Source: an optimization exercise on an open RTL-to-GDS flow (aim: small area). Production flows keep margins and buffers that such runs may drop.
At most, simulation tests tie the RTL to the original design; equivalence was not proved.
The RTL of run 1 was laid out without a check of its function.
Power figures rest on the tool's default switching activity, not on a simulated workload.

==> design/flow/flow/run.sh <==
#!/bin/bash
set -euo pipefail
W=$PWD
# Synthesis script: synth_recipe.tcl with abc's -script argument replaced.
{
  echo "proc abc {args} {"
  echo "  set i [lsearch -exact \$args -script]"
  echo "  if {\$i >= 0} { lset args [expr {\$i + 1}] $W/flow/area.abc }"
  echo "  yosys abc {*}\$args"
  echo "}"
  cat synth_recipe.tcl
} > my_synth.tcl
sed "s|SYNTH_SCRIPT=[^ ]*|SYNTH_SCRIPT=$W/my_synth.tcl|" standard.sh > my_standard.sh
grep -q "SYNTH_SCRIPT=$W/my_synth.tcl" my_standard.sh
export BUFFER_PORTS_ARGS="-buffer_cell sky130_fd_sc_hd__buf_1"
export CTS_ARGS="-sink_clustering_enable -repair_clock_nets -dont_use_dummy_load -buf_list sky130_fd_sc_hd__clkbuf_4 -root_buf sky130_fd_sc_hd__clkbuf_16 -sink_clustering_size 11 -sink_clustering_max_diameter 45"
bash my_standard.sh > standard.log 2>&1
==> design/flow/flow/area.abc <==
strash
dc2
dch -f
amap -m -F 4 -A 8
==> design/flow/standard.sh <==
#!/bin/bash
# synth_recipe.tcl (not shown) runs the flow's synth.tcl, then flattens the netlist and writes it again
# the make line also repeats each setting of config.mk as NAME=value (left out here)
make -C /OpenROAD-flow-scripts/flow DESIGN_CONFIG=/design/flow/config.mk WORK_HOME=/design/flow/orfs CLKGATE_MAP_FILE= SYNTH_SCRIPT=/design/flow/synth_recipe.tcl "${@:-finish}"
==> design/flow/config.mk <==
export PLATFORM = sky130hd
export DESIGN_NAME = AHBPERIPH
export DESIGN_NICKNAME = AHBPERIPH
export VERILOG_FILES = /design/flow/design.v
export SDC_FILE = /design/flow/constraint.sdc
export NUM_CORES = 4
export LEC_CHECK = 0
export CAP_MARGIN = 20
export CORE_MARGIN = 2
export CORE_UTILIZATION = 40
export PLACE_DENSITY = 0.6
export SLEW_MARGIN = 20
==> design/flow/constraint.sdc <==
create_clock -name core_clock -period 10.0 [get_ports {HCLK}]
set_input_delay 2.0000 -clock core_clock [delete_from_list [all_inputs] [get_ports {HCLK}]]
set_output_delay 2.0000 -clock core_clock [all_outputs]
set_load 0.01 [all_outputs]
==> design/flow/design.v <==
module FIFO (
  input  wire       clk,
  input  wire       resetn,
  input  wire       rd,
  input  wire       wr,
  input  wire [7:0] w_data,
  output wire       empty,
  output wire       full,
  output wire [3:0] r_ptr,
  output wire [127:0] mem_flat
);
  reg [7:0] mem [0:15];
  reg [3:0] w_ptr_reg, r_ptr_reg;
  reg       full_reg, empty_reg;
  wire      w_en = wr & ~full_reg;
  always @(posedge clk)
    if (w_en) mem[w_ptr_reg] <= w_data;
  genvar g;
  generate for (g = 0; g < 16; g = g + 1) begin : flat
    assign mem_flat[g*8 +: 8] = mem[g];
  end endgenerate
  wire [3:0] w_succ = w_ptr_reg + 1'b1;
  wire [3:0] r_succ = r_ptr_reg + 1'b1;
  always @(posedge clk or negedge resetn)
    if (!resetn) begin
      w_ptr_reg <= 4'd0;
      r_ptr_reg <= 4'd0;
      full_reg  <= 1'b0;
      empty_reg <= 1'b1;
    end else begin
      case ({w_en, rd})
        2'b01: if (~empty_reg) begin
                 r_ptr_reg <= r_succ;
                 full_reg  <= 1'b0;
                 if (r_succ == w_ptr_reg) empty_reg <= 1'b1;
               end
        2'b10: begin
                 w_ptr_reg <= w_succ;
                 empty_reg <= 1'b0;
                 if (w_succ == r_ptr_reg) full_reg <= 1'b1;
               end
        2'b11: begin
                 w_ptr_reg <= w_succ;
                 r_ptr_reg <= r_succ;
               end
        default: ;
      endcase
    end
  assign empty = empty_reg;
  assign full  = full_reg;
  assign r_ptr = r_ptr_reg;
endmodule
module AHBPERIPH(
  input  wire        HCLK,
  input  wire        HRESETn,
  input  wire [31:0] HADDR,
  input  wire [1:0]  HTRANS,
  input  wire        HWRITE,
  input  wire [31:0] HWDATA,
  output reg  [31:0] HRDATA,
  output wire        HREADY,
  input  wire        RsRx,
  output wire        RsTx,
  input  wire        capture_event,
  output wire        PWM_OUT,
  input  wire [15:0] GPIOIN,
  output wire [15:0] GPIOOUT,
  output wire [6:0]  seg,
  output wire        dp,
  output wire [3:0]  an,
  output wire        uart_irq,
  output wire        timer_irq,
  output wire        gpio_irq
);
  localparam [2:0] S_Z = 3'b000;    
  localparam [2:0] S_N = 3'b001;    
  localparam [2:0] S_U = 3'b100;
  localparam [2:0] S_T = 3'b101;
  localparam [2:0] S_G = 3'b110;
  localparam [2:0] S_S = 3'b111;
  reg [2:0] slot_n;
  always @* begin
    case (HADDR[31:24])
      8'h00, 8'h50, 8'h55, 8'h56, 8'h57, 8'h58: slot_n = S_Z;
      8'h51: slot_n = S_U;
      8'h52: slot_n = S_T;
      8'h53: slot_n = S_G;
      8'h54: slot_n = S_S;
      default: slot_n = S_N;
    endcase
  end
  reg [2:0] a_slot;
  reg [7:0] a_addr;
  reg       a_wr;
  reg       a_tr;
  always @(posedge HCLK)
    if (HREADY) begin
      a_slot <= slot_n;
      a_addr <= HADDR[7:0];
      a_wr   <= HWRITE;
      a_tr   <= HTRANS[1];
    end
  reg rflag;
  always @(posedge HCLK or negedge HRESETn)
    if (!HRESETn) rflag <= 1'b1;
    else          rflag <= 1'b0;
  wire [2:0] d_slot = rflag ? S_Z : a_slot;
  wire a_aligned = (a_addr[7:5] == 3'b000) & (a_addr[1:0] == 2'b00);
  wire [2:0] a_idx = a_addr[4:2];
  wire ra0 = a_aligned & (a_idx == 3'd0);
  wire ra1 = a_aligned & (a_idx == 3'd1);
  wire ra2 = a_aligned & (a_idx == 3'd2);
  wire ra3 = a_aligned & (a_idx == 3'd3);
  wire ra4 = a_aligned & (a_idx == 3'd4);
  wire ra5 = a_aligned & (a_idx == 3'd5);
  wire acc_w = a_tr & a_wr;
  wire sel_u = a_tr & (a_slot == S_U);
  wire wr_t  = acc_w & (a_slot == S_T);
  wire wr_g  = acc_w & (a_slot == S_G);
  wire wr_s  = acc_w & (a_slot == S_S);
  wire tx_full, tx_empty, rx_full, rx_empty;
  wire [3:0] tx_rptr, rx_rptr;
  wire [127:0] tx_mem, rx_mem;
  assign HREADY = ~((d_slot == S_U) & tx_full);
  wire uart_wr = sel_u &  a_wr & ra0;
  wire uart_rd = sel_u & ~a_wr & ra0;
  wire baud_wr = sel_u &  a_wr & ra1 & ~tx_full;
  wire par_wr  = sel_u &  a_wr & ra2;
  reg [15:0] BAUD_r;
  reg        baud_v;
  reg [7:0]  PARR;
  reg        w_baud;
  wire [15:0] BAUD = baud_v ? BAUD_r : 16'd326;
  always @(posedge HCLK)
    if (baud_wr) BAUD_r <= HWDATA[15:0];
  always @(posedge HCLK or negedge HRESETn)
    if (!HRESETn) begin
      baud_v <= 1'b0;
      PARR   <= 8'd0;
      w_baud <= 1'b0;
    end else if (baud_wr) begin
      baud_v <= 1'b1;
      w_baud <= 1'b1;
    end else if (par_wr) begin
      PARR   <= HWDATA[7:0];
    end else begin
      w_baud <= 1'b0;
    end
  wire baud_hi0 = (BAUD[15:9] == 7'd0);
  reg [2:0] fcode;
  always @* begin
    fcode = 3'd0;
    if (baud_hi0) begin
      if (BAUD[8:0] == 9'd326) fcode = 3'd1;
      if (BAUD[8:0] == 9'd81)  fcode = 3'd2;
      if (BAUD[8:0] == 9'd54)  fcode = 3'd3;
      if (BAUD[8:0] == 9'd27)  fcode = 3'd4;
    end
  end
  reg [2:0] dcode;
  reg [8:0] bcnt;
  reg [8:0] blim;
  always @* begin
    case (dcode)
      3'd1:    blim = 9'd326;
      3'd2:    blim = 9'd81;
      3'd3:    blim = 9'd54;
      3'd4:    blim = 9'd27;
      default: blim = 9'd162;
    endcase
  end
  wire btick = (bcnt == blim);
  always @(posedge HCLK or negedge HRESETn)
    if (!HRESETn) begin
      bcnt  <= 9'd0;
      dcode <= 3'd0;
    end else if (w_baud) begin
      bcnt  <= 9'd0;
      dcode <= fcode;
    end else begin
      bcnt  <= btick ? 9'd0 : bcnt + 1'b1;
    end
  localparam [2:0] ST_IDLE = 3'd0, ST_START = 3'd1, ST_DATA = 3'd2,
                   ST_PAR = 3'd3, ST_STOP = 3'd4;
  reg [2:0] tx_st;
  reg [3:0] tx_b;
  reg [2:0] tx_cnt;
  reg       tx_reg;
  reg       tx_p;       
  reg       tx_pen;     
  wire      tx_bend = btick & (tx_b == 4'd15);
  wire [7:0] tx_head = tx_mem[tx_rptr*8 +: 8];
  wire      tx_bit  = tx_head[tx_cnt];
  wire      tx_done = (tx_st == ST_STOP) & tx_bend;
  always @(posedge HCLK or negedge HRESETn)
    if (!HRESETn) begin
      tx_st  <= ST_IDLE;
      tx_reg <= 1'b1;
    end else begin
      case (tx_st)
        ST_IDLE:  begin
                    tx_reg <= 1'b1;
                    if (~tx_empty) tx_st <= ST_START;
                  end
        ST_START: begin
                    tx_reg <= 1'b0;
                    if (tx_bend) tx_st <= ST_DATA;
                  end
        ST_DATA:  begin
                    tx_reg <= tx_bit;
                    if (tx_bend & (tx_cnt == 3'd7))
                      tx_st <= PARR[1] ? ST_PAR : ST_STOP;
                  end
        ST_PAR:   begin
                    tx_reg <= tx_p;
                    if (tx_bend) tx_st <= ST_STOP;
                  end
        ST_STOP:  begin
                    tx_reg <= 1'b1;
                    if (tx_bend) tx_st <= ST_IDLE;
                  end
        default:  ;
      endcase
    end
  always @(posedge HCLK)
    case (tx_st)
      ST_IDLE: begin
        tx_b   <= 4'd0;
        tx_p   <= PARR[1] & PARR[0];
        tx_pen <= PARR[1];
      end
      ST_START: if (btick) begin
        tx_b   <= tx_b + 1'b1;
        if (tx_b == 4'd15) tx_cnt <= 3'd0;
      end
      ST_DATA: if (btick) begin
        tx_b <= tx_b + 1'b1;
        if (tx_b == 4'd15) begin
          tx_p <= tx_p ^ (tx_pen & tx_bit);
          if (tx_cnt != 3'd7) tx_cnt <= tx_cnt + 1'b1;
        end
      end
      ST_PAR: if (btick) tx_b <= tx_b + 1'b1;
      ST_STOP: if (btick & (tx_b != 4'd15)) tx_b <= tx_b + 1'b1;
      default: ;
    endcase
  assign RsTx = tx_reg;
  FIFO uFIFO_TX (
    .clk(HCLK), .resetn(HRESETn), .rd(tx_done), .wr(uart_wr),
    .w_data(HWDATA[7:0]), .empty(tx_empty), .full(tx_full),
    .r_ptr(tx_rptr), .mem_flat(tx_mem)
  );
  reg [2:0] rx_st;
  reg [3:0] rx_b;
  reg [2:0] rx_cnt;
  reg [7:0] rx_data;
  reg       rx_perr;
  wire      rx_bend = btick & (rx_b == 4'd15);
  wire      rx_done = (rx_st == ST_STOP) & rx_bend;
  always @(posedge HCLK or negedge HRESETn)
    if (!HRESETn) begin
      rx_st   <= ST_IDLE;
      rx_perr <= 1'b0;
    end else begin
      case (rx_st)
        ST_IDLE:  if (~RsRx) rx_st <= ST_START;
        ST_START: if (btick & (rx_b == 4'd7)) rx_st <= ST_DATA;
        ST_DATA:  if (rx_bend & (rx_cnt == 3'd7))
                    rx_st <= PARR[1] ? ST_PAR : ST_STOP;
        ST_PAR:   if (rx_bend) begin
                    rx_st   <= ST_STOP;
                    rx_perr <= RsRx ^ (^rx_data) ^ PARR[0];
                  end
        ST_STOP:  if (rx_bend) rx_st <= ST_IDLE;
        default:  ;
      endcase
    end
  always @(posedge HCLK)
    case (rx_st)
      ST_IDLE: rx_b <= 4'd0;
      ST_START: if (btick) begin
        if (rx_b == 4'd7) begin
          rx_b   <= 4'd0;
          rx_cnt <= 3'd0;
        end else
          rx_b <= rx_b + 1'b1;
      end
      ST_DATA: if (btick) begin
        rx_b <= rx_b + 1'b1;
        if (rx_b == 4'd15) begin
          rx_data <= {RsRx, rx_data[7:1]};
          if (rx_cnt != 3'd7) rx_cnt <= rx_cnt + 1'b1;
        end
      end
      ST_PAR: if (btick) rx_b <= rx_b + 1'b1;
      ST_STOP: if (btick & (rx_b != 4'd15)) rx_b <= rx_b + 1'b1;
      default: ;
    endcase
  FIFO uFIFO_RX (
    .clk(HCLK), .resetn(HRESETn), .rd(uart_rd), .wr(rx_done),
    .w_data(rx_data), .empty(rx_empty), .full(rx_full),
    .r_ptr(rx_rptr), .mem_flat(rx_mem)
  );
  wire [7:0] rx_head = rx_mem[rx_rptr*8 +: 8];
  assign uart_irq = ~rx_empty;
  reg [17:0] scan;
  always @(posedge HCLK or negedge HRESETn)
    if (!HRESETn) scan <= 18'h08000;
    else          scan <= scan + 1'b1;
  wire clk16 = &scan[3:0];
  wire [1:0] ring = scan[17:16];
  reg  [4:0]  control;
  reg  [31:0] load, cmp_val, value, cap_val;
  reg         load_v, cmp_v, cap_v;
  reg         clear, t_state, t_out, t_irq;
  always @(posedge HCLK or negedge HRESETn)
    if (!HRESETn) begin
      control <= 5'd0;
      clear   <= 1'b0;
      load_v  <= 1'b0;
      cmp_v   <= 1'b0;
    end else if (wr_t) begin
      if (ra2) control <= HWDATA[4:0];
      if (ra3) clear   <= HWDATA[0];
      if (ra0) load_v  <= 1'b1;
      if (ra4) cmp_v   <= 1'b1;
    end
  always @(posedge HCLK)
    if (wr_t) begin
      if (ra0) load    <= HWDATA;
      if (ra4) cmp_val <= HWDATA;
    end
  wire t_tick  = control[0] & (~control[4] | clk16);
  wire [2:0] t_mode = control[3:1];
  wire m_per = (t_mode == 3'd1);
  wire m_cmp = (t_mode == 3'd2);
  wire m_pwm = (t_mode == 3'd3);
  wire m_cap = (t_mode == 3'd4);
  wire m_free = ~(m_per | m_cmp | m_pwm | m_cap);
  wire v_zero = (value == 32'd0);
  wire v_eq   = cmp_v ? (value == cmp_val) : v_zero;
  wire run    = t_tick & t_state;
  wire reload = ~t_state | (m_per & v_zero) | (m_cmp & v_eq) |
                (m_pwm & ~v_eq & v_zero);
  wire irq_set = ((m_free | m_per) & v_zero) | (m_cmp & v_eq) |
                 (m_pwm & (v_eq | v_zero)) | (m_cap & capture_event);
  wire cap_now = run & m_cap & capture_event;
  always @(posedge HCLK)
    if (t_tick)
      value <= reload ? (load_v ? load : 32'd0) : value - 1'b1;
  always @(posedge HCLK)
    if (cap_now) cap_val <= value;
  always @(posedge HCLK or negedge HRESETn)
    if (!HRESETn) begin
      t_state <= 1'b0;
      t_out   <= 1'b1;
      cap_v   <= 1'b0;
      t_irq   <= 1'b0;
    end else begin
      if (t_tick) t_state <= 1'b1;
      if (t_tick & ~t_state)
        t_out <= 1'b1;
      else if (run & m_pwm & v_eq)
        t_out <= 1'b0;
      else if (run & m_pwm & v_zero)
        t_out <= 1'b1;
      if (cap_now) cap_v <= 1'b1;
      t_irq <= (run & irq_set) | (t_irq & ~clear);
    end
  assign PWM_OUT   = t_out;
  assign timer_irq = t_irq;
  reg [15:0] g_out, g_dir, g_mask, g_in, g_prev;
  reg        g_mask_v;
  reg        g_irq;
  wire [15:0] g_wmask = g_mask & g_dir & {16{g_mask_v}};
  always @(posedge HCLK or negedge HRESETn)
    if (!HRESETn) begin
      g_out    <= 16'd0;
      g_dir    <= 16'd0;
      g_mask_v <= 1'b0;
    end else if (wr_g) begin
      if (a_addr == 8'h08) g_mask_v <= 1'b1;
      if (a_addr == 8'h04) g_dir  <= HWDATA[15:0];
      if (a_addr == 8'h00)
        g_out <= (g_out & ~g_wmask) | (HWDATA[15:0] & g_wmask);
    end
  always @(posedge HCLK)
    if (wr_g & (a_addr == 8'h08)) g_mask <= HWDATA[15:0];
  always @(posedge HCLK)
    g_in <= (g_dir & g_out) | (~g_dir & GPIOIN);
  always @(posedge HCLK or negedge HRESETn)
    if (!HRESETn) begin
      g_prev <= 16'd0;
      g_irq  <= 1'b0;
    end else begin
      g_prev <= GPIOIN;
      g_irq  <= |((GPIOIN ^ g_prev) & ~g_dir);
    end
  assign GPIOOUT  = g_out;
  assign gpio_irq = g_irq;
  reg [7:0] DIG1, DIG2, DIG3, DIG4;
  reg       DISP;
  always @(posedge HCLK or negedge HRESETn)
    if (!HRESETn) begin
      DIG1 <= 8'h05;
      DIG2 <= 8'h0E;
      DIG3 <= 8'h00;
      DIG4 <= 8'h01;
      DISP <= 1'b0;
    end else if (wr_s) begin
      if (ra0) DIG1 <= HWDATA[7:0];
      if (ra1) DIG2 <= HWDATA[7:0];
      if (ra2) DIG3 <= HWDATA[7:0];
      if (ra3) DIG4 <= HWDATA[7:0];
      if (ra4) DISP <= HWDATA[0];
    end
  reg [7:0] code;
  always @* begin
    case (ring)
      2'd0: code = DIG1;
      2'd1: code = DIG2;
      2'd2: code = DIG3;
      default: code = DIG4;
    endcase
  end
  assign an = ~(4'b0001 << ring);
  assign dp = ~code[7];
  reg [6:0] seg_on;    
  always @* begin
    seg_on = 7'b0000000;
    if (code[6:4] == 3'b000) begin
      case (code[3:0])
        4'h0: seg_on = 7'b0111111;
        4'h1: seg_on = 7'b0000110;
        4'h2: seg_on = 7'b1011011;
        4'h3: seg_on = 7'b1001111;
        4'h4: seg_on = 7'b1100110;
        4'h5: seg_on = 7'b1101101;
        4'h6: seg_on = 7'b1111101;
        4'h7: seg_on = 7'b0000111;
        4'h8: seg_on = 7'b1111111;
        4'h9: seg_on = 7'b1101111;
        4'ha: seg_on = DISP ? 7'b0 : 7'b1110111;
        4'hb: seg_on = DISP ? 7'b0 : 7'b1111100;
        4'hc: seg_on = DISP ? 7'b0 : 7'b0111001;
        4'hd: seg_on = DISP ? 7'b0 : 7'b1011110;
        4'he: seg_on = DISP ? 7'b0 : 7'b1111001;
        default: seg_on = DISP ? 7'b0 : 7'b1110001;
      endcase
    end
  end
  assign seg = ~seg_on;
  always @* begin
    HRDATA = 32'd0;
    case (d_slot)
      S_N: HRDATA = 32'hDEADBEEF;
      S_U: begin
        if (ra0) HRDATA[7:0]  = rx_head;
        if (ra1) HRDATA[15:0] = BAUD;
        if (ra2) HRDATA[7:0]  = PARR;
        if (ra3) HRDATA[2:0]  = {tx_full, rx_empty, rx_perr};
      end
      S_T: begin
        if (ra0 & load_v)  HRDATA = load;
        if (ra1 & t_state) HRDATA = value;
        if (ra2) HRDATA[4:0] = control;
        if (ra4 & cmp_v)   HRDATA = cmp_val;
        if (ra5 & cap_v)   HRDATA = cap_val;
      end
      S_G: HRDATA[15:0] = g_in;
      S_S: begin
        if (ra0) HRDATA[7:0] = DIG1;
        if (ra1) HRDATA[7:0] = DIG2;
        if (ra2) HRDATA[7:0] = DIG3;
        if (ra3) HRDATA[7:0] = DIG4;
        if (ra4) HRDATA[0]   = DISP;
      end
      default: ;
    endcase
  end
endmodule
==> results.rst, run 1 <==
.. list-table::
   :header-rows: 1

   * - Metric
     - Value
   * - Insertion delay to the later sink of the worst-skew pair
     - 0.63 ns
   * - Clock transition at the registers of the reported paths
     - 0.11 ns
   * - Complex-gate fraction of the synthesized area
     - 0.194
   * - Final number of max-transition violations
     - 0
   * - Count of vias placed by the detailed router
     - 20,400
   * - Global routing usage on met3
     - 0.0477
   * - Main combinational cell family by area after synthesis
     - compound AO/OA/AOI/OAI gates
   * - DIE WIDTH
     - 264 um
   * - Global route total overflow
     - 0
   * - Top Registers
     - uFIFO_RX.mem (128), uFIFO_TX.mem (128)
   * - Global routing usage on met1
     - 0.312
   * - Post-layout min period
     - 7.66 ns
   * - RSZ-0062 raised after global routing
     - false
   * - Number of nets in the synthesized netlist
     - 2,390
   * - Worst endpoint required time
     - 8.00 ns
   * - Yosys cell types
     - 58
   * - # nets final
     - 2,651
   * - Level count of the clock H-tree
     - 3
   * - Cell accounting for the most synthesized area
     - sky130_fd_sc_hd__edfxtp_1
   * - Number of antenna violations at the first check in global routing
     - 2
   * - TNS Setup
     - 0 ns
   * - Final setup slack of the worst path
     - 2.34 ns
   * - Most used DFF post-synth
     - sky130_fd_sc_hd__edfxtp_1
   * - Fmax
     - 131 MHz
   * - Multiplexer fraction of the synthesized cell area
     - 0
   * - Buffer levels on the longest clock path
     - 3
   * - Clock root cell
     - sky130_fd_sc_hd__clkbuf_16
   * - # rows
     - 95
   * - Met2 demand-to-capacity share in global routing
     - 0.341
   * - Xor and xnor area share after synthesis
     - 0.000647
   * - Critical path endpoint category
     - primary output
   * - Initial Utilization
     - 0.404
   * - TritonCTS Buffers
     - 87
   * - Relative contribution of sequential cells to total power
     - 0.659
   * - Length of the first detailed-routing pass in iterations
     - 6
   * - Path type of the worst min-delay path
     - reg -> reg
   * - Area of placed instances
     - 29,000 sq um
   * - Setup slack at placement
     - 3.03 ns
   * - Clock group share of total power
     - 0.320
   * - Post-synthesis instance area
     - 27,100 sq um
   * - Adder-Cell Fraction of Synth Area
     - 0.0120
   * - Final period utilization
     - 0.766
   * - Internal cell power
     - 3.35 mW
   * - Maximum fanout count along the critical path
     - 18
   * - Hold violation count in the final report
     - 0
   * - Standby leakage power
     - 9.40 nW
   * - Psw
     - 0.913 mW
   * - Number of maximum-capacitance constraint violations
     - 0
   * - Number of synthesized flops with an enable pin
     - 453
   * - Number of instances in the synthesized netlist
     - 2,277
   * - Average detailed-routed wire length per instance
     - 22.7 um
   * - Maximum number of pins on one net before global-route repair
     - 165
   * - Max-Slew Margin vs Limit
     - 0.289
   * - HPWL reported at the end of detailed placement
     - 51,700 um
   * - Die outline area
     - 69,800 sq um
   * - DR vias/cell
     - 5.98
   * - Share of cells above drive strength 1
     - 0.0564
   * - GP Congestion
     - 0.889
   * - Port buffer count
     - 135
   * - Top cells by area, synth
     - sky130_fd_sc_hd__edfxtp_1, sky130_fd_sc_hd__dfrtp_1, sky130_fd_sc_hd__o22ai_1
   * - Clock Sink Count
     - 633
   * - Sw Ratio
     - 0.214
   * - Post-synth ARST share
     - 0.259
   * - Via count of the first global-routing pass
     - 19,900
   * - Count of filler cells inserted in the layout
     - 6,199
   * - Largest clock skew in the final design
     - 0.0833 ns
   * - Post-route cell area
     - 29,900 sq um
   * - Wire length of the first global-routing pass
     - 119,000 um
   * - Drt total wl
     - 77,500 um
   * - Syn avg cell area
     - 11.9 sq um
   * - Post-synth top area share
     - 0.502
   * - Worst Setup Path Type
     - reg -> out
   * - Detailed router's first-iteration violation count
     - 2,355
   * - Yosys synthesis warning count
     - 2
   * - Critical Path Source Type
     - flip-flop
   * - Number of DRC violations after detailed routing
     - 0
   * - Total of cells resized after clock tree synthesis
     - 0
   * - Final Power
     - 4.26 mW
   * - Overall routing resource usage
     - 0.220
   * - Area of the placeable core
     - 67,000 sq um
   * - Maximum resistive drop on vdd
     - 0.0897 mV
   * - Post-Synth Simple-Gate Area
     - 0.0855
   * - Number of endpoints failing setup at the final stage
     - 0
   * - CTS tree
     - yes
   * - Fraction of the yosys area taken by sequential cells
     - 0.666
   * - Area overhead of the layout relative to synthesis
     - 10.3%
   * - Number of storage elements in the synthesis netlist
     - 633
   * - Most common library cell in the layout ignoring fill and taps
     - sky130_fd_sc_hd__edfxtp_1
   * - Remaining antenna violation count after routing
     - 0
   * - Logic gate share of total power
     - 0.021
   * - Most congested layer reported by global routing
     - met2
   * - Die H
     - 264 um
   * - Data arrival time of the worst path
     - 5.66 ns
   * - Leading cell types in the layout, fill and taps excluded
     - sky130_fd_sc_hd__edfxtp_1, sky130_fd_sc_hd__clkinv_1, sky130_fd_sc_hd__o22ai_1, sky130_fd_sc_hd__nor2_1, sky130_fd_sc_hd__o21ai_0
   * - Buffers inserted during post-CTS setup optimization
     - 0
   * - Boundary Pins
     - 153
   * - Status
     - complete, no violations
   * - Power per cell area
     - 143 nW/um^2
   * - Transition at the pin with the smallest max-transition slack
     - 1.06 ns
   * - Hold_buf cts
     - 0
## metal layers
| metal | share of wire | wire (um) | vias to the layer above |
|---|---|---|---|
| met4 | 0.019 | 1460 | 0 |
| li1 | - | - | 9345 |
| met5 | 0 | 0 | - |
| met3 | 0.092 | 7140 | 109 |
| met2 | 0.46 | 35500 | 892 |
| met1 | 0.43 | 33400 | 10100 |
## cell usage after synthesis (all sizes together), types with 5 or more instances
master,number
a22o,17
o22a,18
nand4,8
nor2,238
a211oi,23
or2,7
o221ai,66
o21ai,152
or3,6
o221a,11
a32oi,16
o2111ai,12
a31oi,14
a222oi,9
nand3,44
nor2b,9
a22oi,14
edfxtp,453
dfrtp,152
nor3,49
nor4,19
dfxtp,16
ha,26
nand2,135
a21oi,111
a221o,5
dfstp,12
clkinv,295
o21a,12
o22ai,237
a221oi,27
## critical path, cell delays in order, from the launching register on
cell,delay (ns)
sky130_fd_sc_hd__edfxtp_1,0.38
sky130_fd_sc_hd__nor3_1,0.52
sky130_fd_sc_hd__nand3b_1,0.23
sky130_fd_sc_hd__nor3_1,0.65
sky130_fd_sc_hd__clkinv_1,0.80
sky130_fd_sc_hd__nor2_1,0.25
sky130_fd_sc_hd__buf_4,0.26
sky130_fd_sc_hd__clkinv_1,0.47
sky130_fd_sc_hd__buf_4,0.39
sky130_fd_sc_hd__o221ai_1,0.16
sky130_fd_sc_hd__o221ai_1,0.25
sky130_fd_sc_hd__o2111a_1,0.20
sky130_fd_sc_hd__o21ai_0,0.28
sky130_fd_sc_hd__buf_1,0.21
## final cells by class
class / count / area, sq um / share of cell area
Antenna cell: 2 / 5.00 / 0.000168
Clock buffer: 87 / 811 / 0.0272
Inverter: 295 / 1110 / 0.0371
Multi-Input combinational cell: 1349 / 7950 / 0.266
Sequential cell: 633 / 18000 / 0.604
Tap cell: 873 / 1090 / 0.0366
Timing Repair Buffer: 172 / 838 / 0.0281
## cells by family (layout without fill, tap and decap cells)
family,after synthesis,in the layout
AOI/OAI and AO/OA,786,786
DFF,633,633
and+or+nand+nor,534,534
buffers and inverters,295,554
adders and majority gates,26,26
xor gates and xnor gates,2,2
other,1,3
## worst paths after layout
path	slack [ns]	end	depth (start not counted)	startpoint
worst min register to register	0.47	cap_val[23]	0	value[23]
min in group asynchronous	1.50	async pin	2	HRESETn
max in group asynchronous	7.64	cmp_v	2	HRESETn
worst min-delay path	0.47	cap_val[23]	0	value[23]
worst max-delay path	2.34	HRDATA[0]	13	a_addr[5]
worst max register to register	4.93	value[14]	14	value[28]
## through the flow
stage / utilization / cells / hold slack, ns
2_1_floorplan: - / 2277 / 0.434
3_3_place_gp: 0.432 / 3319 / 0.451
3_5_place_dp: 0.433 / 3322 / 0.454
4_1_cts: 0.445 / 3409 / 0.457
5_1_grt: 0.445 / 3410 / 0.457
6_report: 0.445 / 3411 / 0.467
## power by group through the flow
stage               registers (mW)  logic (mW)  clock network, mW
detailed placement            2.86      0.0881                  0
global route                  2.81      0.0963               1.50
global placement              2.86      0.0866                  0
floorplan                     2.86      0.0197                  0
CTS                           2.81      0.0886               1.40
finish                        2.81      0.0883               1.36
==> run 2: changes to the inputs <==
--- a/design/flow/design.v
+++ b/design/flow/design.v
@@ -73,23 +73,26 @@
   output wire        gpio_irq
 );
-  localparam [2:0] S_Z = 3'b000;    
-  localparam [2:0] S_N = 3'b001;    
-  localparam [2:0] S_U = 3'b100;
-  localparam [2:0] S_T = 3'b101;
-  localparam [2:0] S_G = 3'b110;
-  localparam [2:0] S_S = 3'b111;
+  localparam [2:0] S_Z  = 3'b001;   
+  localparam [2:0] S_N  = 3'b011;   
+  localparam [2:0] S_UU = 3'b000;   
+  localparam [2:0] S_GU = 3'b010;   
+  localparam [2:0] S_U  = 3'b100;
+  localparam [2:0] S_T  = 3'b101;
+  localparam [2:0] S_G  = 3'b110;
+  localparam [2:0] S_S  = 3'b111;
+  wire h_aligned = (HADDR[7:5] == 3'b000) & (HADDR[1:0] == 2'b00);
   reg [2:0] slot_n;
   always @* begin
     case (HADDR[31:24])
+      8'h51: slot_n = h_aligned ? S_U : S_UU;
+      8'h52: slot_n = h_aligned ? S_T : S_Z;
+      8'h53: slot_n = h_aligned ? S_G : S_GU;
+      8'h54: slot_n = h_aligned ? S_S : S_Z;
       8'h00, 8'h50, 8'h55, 8'h56, 8'h57, 8'h58: slot_n = S_Z;
-      8'h51: slot_n = S_U;
-      8'h52: slot_n = S_T;
-      8'h53: slot_n = S_G;
-      8'h54: slot_n = S_S;
       default: slot_n = S_N;
     endcase
   end
   reg [2:0] a_slot;
-  reg [7:0] a_addr;
+  reg [2:0] a_idx;      
   reg       a_wr;
   reg       a_tr;
@@ -97,5 +100,5 @@
     if (HREADY) begin
       a_slot <= slot_n;
-      a_addr <= HADDR[7:0];
+      a_idx  <= HADDR[4:2];
       a_wr   <= HWRITE;
       a_tr   <= HTRANS[1];
@@ -106,12 +109,10 @@
     else          rflag <= 1'b0;
   wire [2:0] d_slot = rflag ? S_Z : a_slot;
-  wire a_aligned = (a_addr[7:5] == 3'b000) & (a_addr[1:0] == 2'b00);
-  wire [2:0] a_idx = a_addr[4:2];
-  wire ra0 = a_aligned & (a_idx == 3'd0);
-  wire ra1 = a_aligned & (a_idx == 3'd1);
-  wire ra2 = a_aligned & (a_idx == 3'd2);
-  wire ra3 = a_aligned & (a_idx == 3'd3);
-  wire ra4 = a_aligned & (a_idx == 3'd4);
-  wire ra5 = a_aligned & (a_idx == 3'd5);
+  wire ra0 = (a_idx == 3'd0);
+  wire ra1 = (a_idx == 3'd1);
+  wire ra2 = (a_idx == 3'd2);
+  wire ra3 = (a_idx == 3'd3);
+  wire ra4 = (a_idx == 3'd4);
+  wire ra5 = (a_idx == 3'd5);
   wire acc_w = a_tr & a_wr;
   wire sel_u = a_tr & (a_slot == S_U);
@@ -122,5 +123,5 @@
   wire [3:0] tx_rptr, rx_rptr;
   wire [127:0] tx_mem, rx_mem;
-  assign HREADY = ~((d_slot == S_U) & tx_full);
+  assign HREADY = ~((d_slot[1:0] == 2'b00) & tx_full);
   wire uart_wr = sel_u &  a_wr & ra0;
   wire uart_rd = sel_u & ~a_wr & ra0;
@@ -311,5 +312,6 @@
   wire [1:0] ring = scan[17:16];
   reg  [4:0]  control;
-  reg  [31:0] load, cmp_val, value, cap_val;
+  reg  [31:0] load, cmp_val, nvalue, cap_val;
+  wire [31:0] value = ~nvalue;    
   reg         load_v, cmp_v, cap_v;
   reg         clear, t_state, t_out, t_irq;
@@ -348,5 +350,5 @@
   always @(posedge HCLK)
     if (t_tick)
-      value <= reload ? (load_v ? load : 32'd0) : value - 1'b1;
+      nvalue <= reload ? ~(load_v ? load : 32'd0) : nvalue + 1'b1;
   always @(posedge HCLK)
     if (cap_now) cap_val <= value;
@@ -376,15 +378,20 @@
   always @(posedge HCLK or negedge HRESETn)
     if (!HRESETn) begin
-      g_out    <= 16'd0;
       g_dir    <= 16'd0;
       g_mask_v <= 1'b0;
     end else if (wr_g) begin
-      if (a_addr == 8'h08) g_mask_v <= 1'b1;
-      if (a_addr == 8'h04) g_dir  <= HWDATA[15:0];
-      if (a_addr == 8'h00)
-        g_out <= (g_out & ~g_wmask) | (HWDATA[15:0] & g_wmask);
+      if (ra2) g_mask_v <= 1'b1;
+      if (ra1) g_dir  <= HWDATA[15:0];
     end
+  genvar gi;
+  generate for (gi = 0; gi < 16; gi = gi + 1) begin : gpio_out
+    always @(posedge HCLK or negedge HRESETn)
+      if (!HRESETn)
+        g_out[gi] <= 1'b0;
+      else if (wr_g & ra0 & g_wmask[gi])
+        g_out[gi] <= HWDATA[gi];
+  end endgenerate
   always @(posedge HCLK)
-    if (wr_g & (a_addr == 8'h08)) g_mask <= HWDATA[15:0];
+    if (wr_g & ra2) g_mask <= HWDATA[15:0];
   always @(posedge HCLK)
     g_in <= (g_dir & g_out) | (~g_dir & GPIOIN);
@@ -468,5 +475,5 @@
         if (ra5 & cap_v)   HRDATA = cap_val;
       end
-      S_G: HRDATA[15:0] = g_in;
+      S_G, S_GU: HRDATA[15:0] = g_in;
       S_S: begin
         if (ra0) HRDATA[7:0] = DIG1;
--- a/design/flow/flow/run.sh
+++ b/design/flow/flow/run.sh
@@ -14,4 +14,4 @@
 grep -q "SYNTH_SCRIPT=$W/my_synth.tcl" my_standard.sh
 export BUFFER_PORTS_ARGS="-buffer_cell sky130_fd_sc_hd__buf_1"
-export CTS_ARGS="-sink_clustering_enable -repair_clock_nets -dont_use_dummy_load -buf_list sky130_fd_sc_hd__clkbuf_4 -root_buf sky130_fd_sc_hd__clkbuf_16 -sink_clustering_size 11 -sink_clustering_max_diameter 45"
+export CTS_ARGS="-sink_clustering_enable -repair_clock_nets -dont_use_dummy_load -buf_list sky130_fd_sc_hd__clkbuf_4 -root_buf sky130_fd_sc_hd__clkbuf_16 -sink_clustering_size 8 -sink_clustering_max_diameter 40"
 bash my_standard.sh > standard.log 2>&1
==> design/flow/flow/area.abc (replaced) <==
strash
dc2
&get -n
&deepsyn -T 30
&put
dc2
dch -f
amap -m -F 4 -A 8
==> run 2 against run 1 <==
  * Synthesized cell count decreased by 4.3%
  * Sequential share of layout area increased by 0.83 points
  * Register-to-register slack got worse by 3.3 ns
  * Hold slack got worse by 0.011 ns
  * Total power increased by 4.2%
  * Flip-flop and latch count decreased by 5
  * Maximum frequency decreased by 8.6%
  * Largest cell class unchanged
  * Largest power group unchanged
  * Highest routed layer unchanged
==> results.rst, run 2 <==
.. list-table::
   :header-rows: 1

   * - Metric
     - Value
   * - Area of placed instances
     - 28,200 sq um (was 29,000 sq um)
   * - Worst endpoint required time
     - 10.28 ns (was 8.00 ns)
   * - Fraction of the yosys area taken by sequential cells
     - 0.680 (was 0.666)
   * - # nets final
     - 2,569 (was 2,651)
   * - Power per cell area
     - 152 nW/um^2 (was 143 nW/um^2)
   * - Top cells by area, synth
     - sky130_fd_sc_hd__edfxtp_1, sky130_fd_sc_hd__dfrtp_1, sky130_fd_sc_hd__clkinv_1 (was sky130_fd_sc_hd__edfxtp_1, sky130_fd_sc_hd__dfrtp_1, sky130_fd_sc_hd__o22ai_1)
   * - Post-route cell area
     - 29,200 sq um (was 29,900 sq um)
   * - Post-layout min period
     - 8.38 ns (was 7.66 ns)
   * - Maximum fanout count along the critical path
     - 54 (was 18)
   * - Maximum number of pins on one net before global-route repair
     - 165 (unchanged)
   * - Critical Path Source Type
     - flip-flop (unchanged)
   * - Reg2Reg Setup Slack
     - 1.62 ns (was 4.93 ns)
   * - Worst R2R Start
     - nvalue[1] (was value[28])
   * - Worst setup path startpoint
     - nvalue[1] (was a_addr[5])
   * - RSZ-0062 raised after global routing
     - false (unchanged)
   * - Length of the first detailed-routing pass in iterations
     - 7 (was 6)
   * - Remaining antenna violation count after routing
     - 0 (unchanged)
   * - DIE WIDTH
     - 260 um (was 264 um)
   * - R2R cell count
     - 38 (was 14)
   * - HPWL reported at the end of detailed placement
     - 51,700 um (about the same)
   * - Number of synthesized flops with an enable pin
     - 448 (was 453)
   * - Insertion delay to the later sink of the worst-skew pair
     - 0.60 ns (was 0.63 ns)
   * - Final Power
     - 4.44 mW (was 4.26 mW)
   * - Yosys synthesis warning count
     - 2 (unchanged)
   * - DR vias/cell
     - 5.91 (was 5.98)
   * - Number of DRC violations after detailed routing
     - 0 (unchanged)
   * - Average detailed-routed wire length per instance
     - 23.0 um (was 22.7 um)
   * - Area overhead of the layout relative to synthesis
     - 11.0% (was 10.3%)
   * - Post-synth ARST share
     - 0.261 (was 0.259)
   * - Level count of the clock H-tree
     - 3 (unchanged)
   * - Hold violation count in the final report
     - 0 (unchanged)
   * - Capturing element of the worst setup path
     - nvalue[29] (was HRDATA[0])
   * - Critical path endpoint category
     - flip-flop (was primary output)
   * - Top Registers
     - uFIFO_RX.mem (128), uFIFO_TX.mem (128) (unchanged)
   * - Final number of max-transition violations
     - 0 (unchanged)
   * - Die outline area
     - 67,800 sq um (was 69,800 sq um)
   * - Maximum resistive drop on vdd
     - 0.106 mV (was 0.0897 mV)
   * - Cell accounting for the most synthesized area
     - sky130_fd_sc_hd__edfxtp_1 (unchanged)
   * - Crit Reg-Reg Endpoint
     - nvalue[29] (was value[14])
   * - Post-synthesis instance area
     - 26,300 sq um (was 27,100 sq um)
   * - Largest clock skew in the final design
     - 0.0602 ns (was 0.0833 ns)
   * - Number of instances in the synthesized netlist
     - 2,179 (was 2,277)
   * - GP Congestion
     - 0.925 (was 0.889)
   * - Kind of cell adding the most delay to the critical path
     - simple AND/OR/NAND/NOR gates (was buffers and inverters)
   * - Hold_buf cts
     - 0 (unchanged)
   * - Number of endpoints failing setup at the final stage
     - 0 (unchanged)
   * - Post-synth top area share
     - 0.512 (was 0.502)
   * - Path type of the worst min-delay path
     - reg -> reg (unchanged)
   * - Combined buffer and inverter count along the critical path
     - 14 (was 5)
   * - Worst Setup Path Type
     - reg -> reg (was reg -> out)
   * - Port buffer count
     - 135 (unchanged)
   * - Synth top cells by count
     - sky130_fd_sc_hd__edfxtp_1, sky130_fd_sc_hd__clkinv_1, sky130_fd_sc_hd__nor2_1 (unchanged)
   * - Buffer levels on the longest clock path
     - 3 (unchanged)
   * - Transition at the pin with the smallest max-transition slack
     - 1.14 ns (was 1.06 ns)
   * - Count of filler cells inserted in the layout
     - 6,074 (was 6,199)
   * - Standby leakage power
     - 9.59 nW (was 9.40 nW)
   * - Via count of the first global-routing pass
     - 19,300 (was 19,900)
   * - TNS Setup
     - 0 ns (unchanged)
   * - Syn avg cell area
     - 12.1 sq um (was 11.9 sq um)
   * - Status
     - complete, no violations (unchanged)
   * - Area of the placeable core
     - 65,400 sq um (was 67,000 sq um)
   * - Cell depth of the worst setup path
     - 38 (was 13)
   * - Most used DFF post-synth
     - sky130_fd_sc_hd__edfxtp_1 (unchanged)
   * - Buffers inserted during post-CTS setup optimization
     - 0 (unchanged)
   * - Number of nets in the synthesized netlist
     - 2,292 (was 2,390)
   * - Max-Slew Margin vs Limit
     - 0.234 (was 0.289)
   * - Total of cells resized after clock tree synthesis
     - 0 (unchanged)
   * - Initial Utilization
     - 0.402 (was 0.404)
   * - Yosys cell types
     - 57 (was 58)
   * - Share of cells above drive strength 1
     - 0.0648 (was 0.0564)
   * - Data arrival time of the worst path
     - 8.65 ns (was 5.66 ns)
   * - Count of vias placed by the detailed router
     - 19,600 (was 20,400)
   * - Clock root cell
     - sky130_fd_sc_hd__clkbuf_16 (unchanged)
   * - Most common library cell in the layout ignoring fill and taps
     - sky130_fd_sc_hd__edfxtp_1 (unchanged)
   * - Clock Sink Count
     - 628 (was 633)
   * - Die H
     - 260 um (was 264 um)
   * - Boundary Pins
     - 153 (unchanged)
   * - TritonCTS Buffers
     - 105 (was 87)
   * - Fmax
     - 119 MHz (was 131 MHz)
   * - Detailed router's first-iteration violation count
     - 2,137 (was 2,355)
   * - Crit-path slowest cell
     - sky130_fd_sc_hd__edfxtp_1 (was sky130_fd_sc_hd__clkinv_1)
   * - Hold path start
     - g_mask[4] (was value[23])
   * - Global route total overflow
     - 0 (unchanged)
   * - Clock transition at the registers of the reported paths
     - 0.08 ns (was 0.11 ns)
   * - Overall routing resource usage
     - 0.223 (was 0.220)
   * - Highest cell delay on the worst timing path
     - 0.45 ns (was 0.80 ns)
   * - Antenna diode count
     - 0 (was 2)
   * - Number of maximum-capacitance constraint violations
     - 0 (unchanged)
   * - Final period utilization
     - 0.838 (was 0.766)
   * - Library cell with the highest instance count after synthesis
     - sky130_fd_sc_hd__edfxtp_1 (unchanged)
   * - Drt total wl
     - 76,400 um (was 77,500 um)
   * - Leading cell types in the layout, fill and taps excluded
     - sky130_fd_sc_hd__edfxtp_1, sky130_fd_sc_hd__clkinv_1, sky130_fd_sc_hd__nor2_1, sky130_fd_sc_hd__dfrtp_1, sky130_fd_sc_hd__o21ai_0 (was sky130_fd_sc_hd__edfxtp_1, sky130_fd_sc_hd__clkinv_1, sky130_fd_sc_hd__o22ai_1, sky130_fd_sc_hd__nor2_1, sky130_fd_sc_hd__o21ai_0)
   * - Wire length of the first global-routing pass
     - 115,000 um (was 119,000 um)
   * - Number of storage elements in the synthesis netlist
     - 628 (was 633)
   * - CTS tree
     - yes (unchanged)
   * - # rows
     - 94 (was 95)
   * - Number of antenna violations at the first check in global routing
     - 0 (was 2)
==> run 2: changes by cell type after synthesis, sizes merged, moves of 25 or more <==
cell	before	now
o221ai	66	18
nand2	135	104
o22ai	237	128
a22oi	14	39
a222oi	9	53
nor2	238	279
==> run 2: report_power, final <==
part	switching (mW)	internal (mW)
sequential	0.0167	2.80
clock	0.869	0.606
combinational	0.108	0.0418
total	0.994	3.44
==> run 2: kinds of logic after synthesis <==
family / count (synthesis) / share of synthesized area
adder cells (fa/ha/maj): 26 / 0.0124
flip-flops: 628 / 0.680
AO/OA/AOI/OAI: 664 / 0.172
other: 1 / 0.000143
multiplexers: 1 / 0.000428
XOR/XNOR: 1 / 0.000333
AND/OR/NAND/NOR: 551 / 0.0907
buffers and inverters: 307 / 0.0438
==> run 2: cell type report <==
| class | count | area (sq um) | area share |
|---|---|---|---|
| Multi-Input combinational cell | 1244 | 7290 | 0.250 |
| Timing Repair Buffer | 170 | 838 | 0.0287 |
| Clock buffer | 105 | 946 | 0.0324 |
| Inverter | 307 | 1150 | 0.0395 |
| Tap cell | 864 | 1080 | 0.0370 |
| Sequential cell | 628 | 17900 | 0.613 |
==> run 2: per-stage QoR <==
stage | hold WS (ns) | setup slack, ns | utilization | cells
final | 0.457 | 1.62 | 0.447 | 3318
after global routing | 0.469 | 0.813 | 0.447 | 3318
after CTS | 0.452 | 1.78 | 0.445 | 3315
after detailed placement | 0.445 | 1.82 | 0.431 | 3210
after global placement | 0.438 | 1.90 | 0.431 | 3210
after floorplan | 0.430 | 0.223 | - | 2179
==> run 2: worst register-to-register path, delay by kind of cell (launching register included) <==
family	cells	cell delay [ns]
simple gates	17	4.17
buf+inv	14	2.02
compound gates	6	1.21
flops	1	0.45
fa+ha+maj	1	0.22
==> run 2: layer usage <==
layer,up-vias,global-route usage,share of wire
li1,8898,-,-
met1,9592,0.290,0.41
met2,936,0.364,0.47
met3,185,0.0450,0.081
met4,0,0.0990,0.041
met5,-,0,0
==> run 2: worst min-delay path by stage <==
stage,endpoint,slack (ns),depth (start not counted)
2_1_floorplan,g_out[0],0.43,1
3_3_place_gp,g_out[5],0.44,1
3_5_place_dp,g_out[2],0.44,1
4_1_cts,g_out[2],0.45,1
5_1_grt,g_out[2],0.47,1
6_report,g_out[4],0.46,1
==> run 3: changes to the inputs <==
--- a/design/flow/design.v
+++ b/design/flow/design.v
@@ -58,5 +58,5 @@
   input  wire        HWRITE,
   input  wire [31:0] HWDATA,
-  output reg  [31:0] HRDATA,
+  output wire [31:0] HRDATA,
   output wire        HREADY,
   input  wire        RsRx,
@@ -422,14 +422,8 @@
       if (ra4) DISP <= HWDATA[0];
     end
-  reg [7:0] code;
-  always @* begin
-    case (ring)
-      2'd0: code = DIG1;
-      2'd1: code = DIG2;
-      2'd2: code = DIG3;
-      default: code = DIG4;
-    endcase
-  end
-  assign an = ~(4'b0001 << ring);
+  wire [3:0] ring_oh = 4'b0001 << ring;
+  wire [7:0] code = ({8{ring_oh[0]}} & DIG1) | ({8{ring_oh[1]}} & DIG2) |
+                    ({8{ring_oh[2]}} & DIG3) | ({8{ring_oh[3]}} & DIG4);
+  assign an = ~ring_oh;
   assign dp = ~code[7];
   reg [6:0] seg_on;    
@@ -458,31 +452,28 @@
   end
   assign seg = ~seg_on;
-  always @* begin
-    HRDATA = 32'd0;
-    case (d_slot)
-      S_N: HRDATA = 32'hDEADBEEF;
-      S_U: begin
-        if (ra0) HRDATA[7:0]  = rx_head;
-        if (ra1) HRDATA[15:0] = BAUD;
-        if (ra2) HRDATA[7:0]  = PARR;
-        if (ra3) HRDATA[2:0]  = {tx_full, rx_empty, rx_perr};
-      end
-      S_T: begin
-        if (ra0 & load_v)  HRDATA = load;
-        if (ra1 & t_state) HRDATA = value;
-        if (ra2) HRDATA[4:0] = control;
-        if (ra4 & cmp_v)   HRDATA = cmp_val;
-        if (ra5 & cap_v)   HRDATA = cap_val;
-      end
-      S_G, S_GU: HRDATA[15:0] = g_in;
-      S_S: begin
-        if (ra0) HRDATA[7:0] = DIG1;
-        if (ra1) HRDATA[7:0] = DIG2;
-        if (ra2) HRDATA[7:0] = DIG3;
-        if (ra3) HRDATA[7:0] = DIG4;
-        if (ra4) HRDATA[0]   = DISP;
-      end
-      default: ;
-    endcase
-  end
+  wire dU = (d_slot == S_U);
+  wire dT = (d_slot == S_T);
+  wire dS = (d_slot == S_S);
+  wire dG = (d_slot[1:0] == 2'b10);
+  wire dN = (d_slot == S_N);
+  wire sU0 = dU & ra0, sU1 = dU & ra1, sU2 = dU & ra2, sU3 = dU & ra3;
+  wire sT0 = dT & ra0 & load_v, sT1 = dT & ra1 & t_state, sT2 = dT & ra2;
+  wire sT4 = dT & ra4 & cmp_v, sT5 = dT & ra5 & cap_v;
+  wire sS0 = dS & ra0, sS1 = dS & ra1, sS2 = dS & ra2, sS3 = dS & ra3;
+  wire sS4 = dS & ra4;
+  assign HRDATA = ({32{sU0}} & {24'd0, rx_head}) |
+                  ({32{sU1}} & {16'd0, BAUD}) |
+                  ({32{sU2}} & {24'd0, PARR}) |
+                  ({32{sU3}} & {29'd0, tx_full, rx_empty, rx_perr}) |
+                  ({32{sT0}} & load) |
+                  ({32{sT1}} & value) |
+                  ({32{sT2}} & {27'd0, control}) |
+                  ({32{sT4}} & cmp_val) |
+                  ({32{sT5}} & cap_val) |
+                  ({32{sS0}} & {24'd0, DIG1}) |
+                  ({32{sS1}} & {24'd0, DIG2}) |
+                  ({32{sS2}} & {24'd0, DIG3}) |
+                  ({32{sS3}} & {24'd0, DIG4}) |
+                  ({32{sS4}} & {31'd0, DISP}) |
+                  ({32{dG}} & {16'd0, g_in}) | ({32{dN}} & 32'hDEADBEEF);
 endmodule
--- a/design/flow/flow/run.sh
+++ b/design/flow/flow/run.sh
@@ -14,4 +14,4 @@
 grep -q "SYNTH_SCRIPT=$W/my_synth.tcl" my_standard.sh
 export BUFFER_PORTS_ARGS="-buffer_cell sky130_fd_sc_hd__buf_1"
-export CTS_ARGS="-sink_clustering_enable -repair_clock_nets -dont_use_dummy_load -buf_list sky130_fd_sc_hd__clkbuf_4 -root_buf sky130_fd_sc_hd__clkbuf_16 -sink_clustering_size 8 -sink_clustering_max_diameter 40"
+export CTS_ARGS="-sink_clustering_enable -repair_clock_nets -dont_use_dummy_load -buf_list sky130_fd_sc_hd__clkbuf_4 -root_buf sky130_fd_sc_hd__clkbuf_16 -sink_clustering_size 10 -sink_clustering_max_diameter 40"
 bash my_standard.sh > standard.log 2>&1
==> run 3 against run 2 <==
  * Hold slack got worse by 0.034 ns
  * Routed wire length shrank 1.3%
  * Sequential share of layout area is 0.47 points higher
  * Global-route usage down 0.12 points
  * Still clean
==> results.rst, run 3 <==
.. list-table::
   :header-rows: 1

   * - Metric
     - Value
   * - Status
     - complete, no violations (unchanged)
   * - R2R cell count
     - 31 (was 38)
   * - Capture endpoint of the worst hold path
     - g_out[3] (was g_out[4])
   * - Buffer levels on the longest clock path
     - 3 (unchanged)
   * - Transition at the pin with the smallest max-transition slack
     - 1.02 ns (was 1.14 ns)
   * - Crit-path slowest cell
     - sky130_fd_sc_hd__o221ai_4 (was sky130_fd_sc_hd__edfxtp_1)
   * - Global routing usage on met1
     - 0.308 (was 0.290)
   * - Boundary Pins
     - 153 (unchanged)
   * - Total of cells resized after clock tree synthesis
     - 0 (unchanged)
   * - Fmax
     - 122 MHz (was 119 MHz)
   * - Top Registers
     - uFIFO_RX.mem (128), uFIFO_TX.mem (128) (unchanged)
   * - Most congested layer reported by global routing
     - met2 (unchanged)
   * - Hold_buf cts
     - 0 (unchanged)
   * - Worst R2R Start
     - nvalue[0] (was nvalue[1])
   * - Adder-Cell Fraction of Synth Area
     - 0.0120 (was 0.0124)
   * - Number of instances in the synthesized netlist
     - 2,138 (was 2,179)
   * - Sw Ratio
     - 0.215 (was 0.224)
   * - Overall routing resource usage
     - 0.222 (was 0.223)
   * - Synth top cells by count
     - sky130_fd_sc_hd__edfxtp_1, sky130_fd_sc_hd__clkinv_1, sky130_fd_sc_hd__nor2_1 (unchanged)
   * - Clock group share of total power
     - 0.327 (was 0.332)
   * - CTS tree
     - yes (unchanged)
   * - Clock Sink Count
     - 628 (unchanged)
   * - TNS Setup
     - 0 ns (unchanged)
   * - Clock root cell
     - sky130_fd_sc_hd__clkbuf_16 (unchanged)
   * - Combined buffer and inverter count along the critical path
     - 11 (was 14)
   * - Xor and xnor area share after synthesis
     - 0.000670 (was 0.000333)
   * - Data arrival time of the worst path
     - 8.62 ns (was 8.65 ns)
   * - Area of placed instances
     - 28,000 sq um (was 28,200 sq um)
   * - Syn avg cell area
     - 12.2 sq um (was 12.1 sq um)
   * - Area of the placeable core
     - 64,600 sq um (was 65,400 sq um)
   * - Power per cell area
     - 148 nW/um^2 (was 152 nW/um^2)
   * - Detailed router's first-iteration violation count
     - 2,156 (was 2,137)
   * - Insertion delay to the later sink of the worst-skew pair
     - 0.62 ns (was 0.60 ns)
   * - Path type of the worst min-delay path
     - reg -> reg (unchanged)
   * - Die outline area
     - 67,400 sq um (was 67,800 sq um)
   * - Number of endpoints failing setup at the final stage
     - 0 (unchanged)
   * - Final setup slack of the worst path
     - 1.80 ns (was 1.62 ns)
   * - Leading cell types in the layout, fill and taps excluded
     - sky130_fd_sc_hd__edfxtp_1, sky130_fd_sc_hd__clkinv_1, sky130_fd_sc_hd__nor2_1, sky130_fd_sc_hd__dfrtp_1, sky130_fd_sc_hd__o22ai_1 (was sky130_fd_sc_hd__edfxtp_1, sky130_fd_sc_hd__clkinv_1, sky130_fd_sc_hd__nor2_1, sky130_fd_sc_hd__dfrtp_1, sky130_fd_sc_hd__o21ai_0)
   * - Via count of the first global-routing pass
     - 18,800 (was 19,300)
   * - Fraction of the yosys area taken by sequential cells
     - 0.685 (was 0.680)
   * - Share of cells above drive strength 1
     - 0.0641 (was 0.0648)
   * - Number of maximum-capacitance constraint violations
     - 0 (unchanged)
   * - Cell depth of the worst hold path
     - 1 (unchanged)
   * - Post-route cell area
     - 29,000 sq um (was 29,200 sq um)
   * - Global route total overflow
     - 0 (unchanged)
   * - Library cell with the highest instance count after synthesis
     - sky130_fd_sc_hd__edfxtp_1 (unchanged)
   * - Reg2Reg Setup Slack
     - 1.80 ns (was 1.62 ns)
   * - Complex-gate fraction of the synthesized area
     - 0.171 (was 0.172)
   * - Highest cell delay on the worst timing path
     - 0.72 ns (was 0.45 ns)
   * - Count of vias placed by the detailed router
     - 19,400 (was 19,600)
   * - Area overhead of the layout relative to synthesis
     - 10.9% (was 11.0%)
   * - Global routing usage on met3
     - 0.0449 (was 0.0450)
   * - Yosys synthesis warning count
     - 2 (unchanged)
   * - Final cell utilization of the core
     - 0.449 (was 0.447)
   * - Maximum number of pins on one net before global-route repair
     - 61 (was 165)
   * - Critical path endpoint category
     - flip-flop (unchanged)
   * - Post-synth top area share
     - 0.515 (was 0.512)
   * - Worst hold margin
     - 0.423 ns (was 0.457 ns)
   * - Port buffer count
     - 135 (unchanged)
   * - DIE WIDTH
     - 260 um (about the same)
   * - Top cells by area, synth
     - sky130_fd_sc_hd__edfxtp_1, sky130_fd_sc_hd__dfrtp_1, sky130_fd_sc_hd__clkinv_1 (unchanged)
   * - Yosys cell types
     - 55 (was 57)
   * - Level count of the clock H-tree
     - 3 (unchanged)
   * - Standby leakage power
     - 9.39 nW (was 9.59 nW)
   * - Post-layout min period
     - 8.20 ns (was 8.38 ns)
   * - Number of nets in the synthesized netlist
     - 2,250 (was 2,292)
   * - Maximum resistive drop on vdd
     - 0.104 mV (was 0.106 mV)
   * - Number of storage elements in the synthesis netlist
     - 628 (unchanged)
   * - # rows
     - 93 (was 94)
   * - Most used DFF post-synth
     - sky130_fd_sc_hd__edfxtp_1 (unchanged)
   * - Number of antenna violations at the first check in global routing
     - 3 (was 0)
   * - Number of DRC violations after detailed routing
     - 0 (unchanged)
   * - Hold path start
     - g_mask[3] (was g_mask[4])
   * - Remaining antenna violation count after routing
     - 0 (unchanged)
   * - Multiplexer fraction of the synthesized cell area
     - 0 (was 0.000428)
   * - Buffers inserted during post-CTS setup optimization
     - 0 (unchanged)
   * - TritonCTS Buffers
     - 96 (was 105)
   * - Cell accounting for the most synthesized area
     - sky130_fd_sc_hd__edfxtp_1 (unchanged)
   * - Relative contribution of sequential cells to total power
     - 0.650 (was 0.634)
   * - Wire length of the first global-routing pass
     - 114,000 um (was 115,000 um)
   * - Length of the first detailed-routing pass in iterations
     - 6 (was 7)
   * - Initial Utilization
     - 0.405 (was 0.402)
   * - Met2 demand-to-capacity share in global routing
     - 0.349 (was 0.364)
   * - Drt total wl
     - 75,400 um (was 76,400 um)
   * - Post-synth ARST share
     - 0.261 (unchanged)
   * - Average detailed-routed wire length per instance
     - 23.1 um (was 23.0 um)
   * - Critical Path Source Type
     - flip-flop (unchanged)
   * - Post-Synth Simple-Gate Area
     - 0.0897 (was 0.0907)
   * - Clock transition at the registers of the reported paths
     - 0.10 ns (was 0.08 ns)
   * - HPWL reported at the end of detailed placement
     - 52,500 um (was 51,700 um)
   * - Kind of cell adding the most delay to the critical path
     - simple AND/OR/NAND/NOR gates (unchanged)
   * - RSZ-0062 raised after global routing
     - false (unchanged)
   * - Psw
     - 0.923 mW (was 0.994 mW)
   * - Final number of max-transition violations
     - 0 (unchanged)
   * - Most common library cell in the layout ignoring fill and taps
     - sky130_fd_sc_hd__edfxtp_1 (unchanged)
   * - Final Power
     - 4.30 mW (was 4.44 mW)
   * - GP Congestion
     - 0.925 (about the same)
   * - Cell count after placement
     - 3,161 (was 3,210)
   * - Non-Filler Instances
     - 3,262 (was 3,318)
   * - Worst endpoint required time
     - 10.43 ns (was 10.28 ns)
   * - Max-Slew Margin vs Limit
     - 0.313 (was 0.234)
   * - Maximum fanout count along the critical path
     - 29 (was 54)
   * - # nets final
     - 2,518 (was 2,569)
   * - Worst Setup Path Type
     - reg -> reg (unchanged)
   * - Post-synthesis instance area
     - 26,100 sq um (was 26,300 sq um)
   * - Hold violation count in the final report
     - 0 (unchanged)
   * - Number of synthesized flops with an enable pin
     - 448 (unchanged)
   * - Die H
     - 260 um (about the same)
   * - DR vias/cell
     - 5.94 (was 5.91)
   * - Main combinational cell family by area after synthesis
     - compound AO/OA/AOI/OAI gates (unchanged)
   * - Largest clock skew in the final design
     - 0.0730 ns (was 0.0602 ns)
   * - Logic gate share of total power
     - 0.024 (was 0.034)
   * - Crit Reg-Reg Endpoint
     - nvalue[12] (was nvalue[29])
   * - Setup slack at placement
     - 1.97 ns (was 1.82 ns)
   * - Internal cell power
     - 3.37 mW (was 3.44 mW)
   * - Final period utilization
     - 0.820 (was 0.838)
[run 3: cell count changes after synthesis, sizes merged, moves of 6 or more]
cell / previous run / this run
a211oi: 15 / 9
a21oi: 94 / 87
a221oi: 32 / 26
a222oi: 53 / 46
a31oi: 33 / 47
clkinv: 307 / 295
nand3: 29 / 36
nor2: 279 / 260
nor2b: 6 / 13
o21ai: 138 / 101
o22a: 26 / 16
o22ai: 128 / 151
[run 3: area by class of cell]
cell class	count	area (sq um)
Inverter	295	1110
Fill cell	5980	35600
Sequential cell	628	17900
Multi-Input combinational cell	1215	7210
Tap cell	855	1070
Antenna cell	3	7.51
Timing Repair Buffer	170	813
Clock buffer	96	878
[run 3: kinds of logic (layout without fill, tap and decap cells)]
logic type                 Yosys count  after routing
AOI/OAI and AO/OA                  650            650
DFF                                628            628
and+or+nand+nor                    537            537
buffers and inverters              295            561
adders and majority gates           25             25
xor gates and xnor gates             2              2
other                                1              4
[run 3: metal layers]
layer / wire length [um] / vias up / share of wire
li1: - / 8770 / -
met1: 31600 / 9557 / 0.42
met2: 35100 / 911 / 0.47
met3: 6450 / 150 / 0.085
met4: 2270 / 0 / 0.030
met5: 0 / - / 0
[run 3: how the worst max path moves through the flow]
stage	from	endpoint	depth (start not counted)
after global placement	nvalue[0]	nvalue[8]	30
after CTS	nvalue[0]	nvalue[12]	31
after floorplan	nvalue[0]	nvalue[0]	30
final	nvalue[0]	nvalue[12]	31
after global routing	nvalue[0]	nvalue[0]	30
after detailed placement	nvalue[0]	nvalue[12]	30
[run 3: power groups by stage]
stage	Combinational [mW]	Sequential (mW)	Clock, mW
floorplan	0.0307	2.85	0
detailed placement	0.103	2.85	0
global route	0.113	2.79	1.55
CTS	0.103	2.79	1.45
global placement	0.100	2.85	0
finish	0.102	2.79	1.40
==> run 4: changes to the inputs <==
--- a/design/flow/flow/run.sh
+++ b/design/flow/flow/run.sh
@@ -14,4 +14,4 @@
 grep -q "SYNTH_SCRIPT=$W/my_synth.tcl" my_standard.sh
 export BUFFER_PORTS_ARGS="-buffer_cell sky130_fd_sc_hd__buf_1"
-export CTS_ARGS="-sink_clustering_enable -repair_clock_nets -dont_use_dummy_load -buf_list sky130_fd_sc_hd__clkbuf_4 -root_buf sky130_fd_sc_hd__clkbuf_16 -sink_clustering_size 10 -sink_clustering_max_diameter 40"
+export CTS_ARGS="-sink_clustering_enable -repair_clock_nets -dont_use_dummy_load -buf_list sky130_fd_sc_hd__clkbuf_4 -root_buf sky130_fd_sc_hd__clkbuf_16 -sink_clustering_size 8 -sink_clustering_max_diameter 40"
 bash my_standard.sh > standard.log 2>&1
--- a/design/flow/config.mk
+++ b/design/flow/config.mk
@@ -6,7 +6,7 @@
 export NUM_CORES = 4
 export LEC_CHECK = 0
-export CAP_MARGIN = 20
+export CAP_MARGIN = 5
 export CORE_MARGIN = 2
 export CORE_UTILIZATION = 40
 export PLACE_DENSITY = 0.6
-export SLEW_MARGIN = 20
+export SLEW_MARGIN = 5
==> run 4 against run 3 <==
  * Register-to-register slack better by 0.07 ns
  * Critical path depth unchanged
  * Total power rose by 1.3%
  * Critical endpoint unchanged
  * Largest power group unchanged
==> results.rst, run 4 <==
.. list-table::
   :header-rows: 1

   * - Metric
     - Value
   * - Number of synthesized flops with an enable pin
     - 448 (unchanged)
   * - Number of storage elements in the synthesis netlist
     - 628 (unchanged)
   * - DIE WIDTH
     - 260 um (unchanged)
   * - Cell depth of the worst hold path
     - 1 (unchanged)
   * - # rows
     - 93 (unchanged)
   * - Yosys synthesis warning count
     - 2 (unchanged)
   * - Maximum fanout count along the critical path
     - 29 (unchanged)
   * - Top cells by area, synth
     - sky130_fd_sc_hd__edfxtp_1, sky130_fd_sc_hd__dfrtp_1, sky130_fd_sc_hd__clkinv_1 (unchanged)
   * - Area of placed instances
     - 28,000 sq um (unchanged)
   * - Via count of the first global-routing pass
     - 19,000 (was 18,800)
   * - Number of endpoints failing setup at the final stage
     - 0 (unchanged)
   * - Post-route cell area
     - 29,000 sq um (about the same)
   * - Max-Slew Margin vs Limit
     - 0.223 (was 0.313)
   * - Boundary Pins
     - 153 (unchanged)
   * - Data arrival time of the worst path
     - 8.54 ns (was 8.62 ns)
   * - Wire length of the first global-routing pass
     - 115,000 um (was 114,000 um)
   * - Length of the first detailed-routing pass in iterations
     - 8 (was 6)
   * - Count of vias placed by the detailed router
     - 19,400 (about the same)
   * - Critical Path Source Type
     - flip-flop (unchanged)
   * - Area of the placeable core
     - 64,600 sq um (unchanged)
   * - Initial Utilization
     - 0.405 (unchanged)
   * - Most used DFF post-synth
     - sky130_fd_sc_hd__edfxtp_1 (unchanged)
   * - Buffer levels on the longest clock path
     - 3 (unchanged)
   * - Detailed router's first-iteration violation count
     - 2,069 (was 2,156)
   * - Yosys cell types
     - 55 (unchanged)
   * - Number of maximum-capacitance constraint violations
     - 0 (unchanged)
   * - Level count of the clock H-tree
     - 3 (unchanged)
   * - Clock root cell
     - sky130_fd_sc_hd__clkbuf_16 (unchanged)
   * - Status
     - complete, no violations (unchanged)
   * - Critical path endpoint category
     - flip-flop (unchanged)
   * - Non-Filler Instances
     - 3,269 (was 3,262)
   * - Post-synth top area share
     - 0.515 (unchanged)
   * - Synth top cells by count
     - sky130_fd_sc_hd__edfxtp_1, sky130_fd_sc_hd__clkinv_1, sky130_fd_sc_hd__nor2_1 (unchanged)
   * - Total of cells resized after clock tree synthesis
     - 0 (unchanged)
   * - Fraction of the yosys area taken by sequential cells
     - 0.685 (unchanged)
   * - Worst Setup Path Type
     - reg -> reg (unchanged)
   * - Hold_buf cts
     - 0 (unchanged)
   * - Cell accounting for the most synthesized area
     - sky130_fd_sc_hd__edfxtp_1 (unchanged)
   * - Highest cell delay on the worst timing path
     - 0.72 ns (about the same)
   * - Capture endpoint of the worst hold path
     - g_out[3] (unchanged)
   * - Buffers inserted during post-CTS setup optimization
     - 0 (unchanged)
   * - Hold path start
     - g_mask[3] (unchanged)
   * - Hold violation count in the final report
     - 0 (unchanged)
   * - Clock transition at the registers of the reported paths
     - 0.08 ns (was 0.10 ns)
   * - TritonCTS Buffers
     - 105 (was 96)
   * - Syn avg cell area
     - 12.2 sq um (unchanged)
   * - Drt total wl
     - 75,600 um (was 75,400 um)
   * - GP Congestion
     - 0.925 (unchanged)
   * - HPWL reported at the end of detailed placement
     - 52,500 um (unchanged)
-- run 4: cell type report --
type / count / area [sq um] / area share
inverter: 295 / 1110 / 0.0382
sequential: 628 / 17900 / 0.617
clock buffer: 105 / 946 / 0.0326
timing repair buffer: 168 / 758 / 0.0262
tap: 855 / 1070 / 0.0369
multi-input combinational: 1215 / 7210 / 0.249
antenna: 3 / 7.51 / 0.000259
-- run 4: logic make-up (layout without fill, tap and decap cells) --
| family | Yosys count | after routing | synth area share |
|---|---|---|---|
| xor gates and xnor gates | 2 | 2 | 0.000670 |
| buffers and inverters | 295 | 568 | 0.0424 |
| and+or+nand+nor | 537 | 537 | 0.0897 |
| other | 1 | 4 | 0.000143 |
| AOI/OAI and AO/OA | 650 | 650 | 0.171 |
| adders and majority gates | 25 | 25 | 0.0120 |
| DFF | 628 | 628 | 0.685 |
-- run 4: metrics by stage --
step | util | hold slack, ns | total power, mW
after global routing | 0.449 | 0.474 | 4.52
after CTS | 0.449 | 0.438 | 4.40
after floorplan | - | 0.430 | 2.88
after global placement | 0.434 | 0.436 | 2.95
after detailed placement | 0.434 | 0.444 | 2.95
final | 0.449 | 0.444 | 4.35
-- run 4: worst max path at each step --
| stage | to | depth (start not counted) | slack, ns | from |
|---|---|---|---|---|
| 2_1_floorplan | nvalue[0] | 30 | 1.65 | nvalue[0] |
| 3_3_place_gp | nvalue[8] | 30 | 2.13 | nvalue[0] |
| 3_5_place_dp | nvalue[12] | 30 | 1.97 | nvalue[0] |
| 4_1_cts | nvalue[12] | 31 | 1.95 | nvalue[0] |
| 5_1_grt | nvalue[0] | 30 | 0.84 | nvalue[1] |
| 6_report | nvalue[12] | 31 | 1.88 | nvalue[0] |
-- run 4: layer usage --
metal  vias up  part of all wire  track usage  routed length (um)
li1       8772                 -            -                   -
met1      9555              0.42        0.308               31600
met2       899              0.46        0.349               35000
met3       185             0.084       0.0470                6370
met4         0             0.034       0.0819                2600
met5         -                 0            0                   0
-- run 4: where the power goes --
part,switching [mW],internal [mW],total (mW),leakage (nW)
Combinational,0.0768,0.0253,0.102,2.88
Sequential,0.00785,2.78,2.79,5.97
Clock,0.853,0.605,1.46,0.553
Total,0.937,3.42,4.35,9.41
-- run 4: critical path, delay by kind of cell (launching register included) --
family,cells,cell delay [ns]
simple gates,17,4.77
buf+inv,11,1.71
compound gates,2,0.89
flops,1,0.41
fa+ha+maj,1,0.20

Check on run 4: ideal ports give 1.877 ns setup slack; a clkbuf_16 on the clock port and buf_2 on the inputs give 1.877 ns; moving port delays by the midpoint clock arrival (0.627 ns) as well gives 1.877 ns.
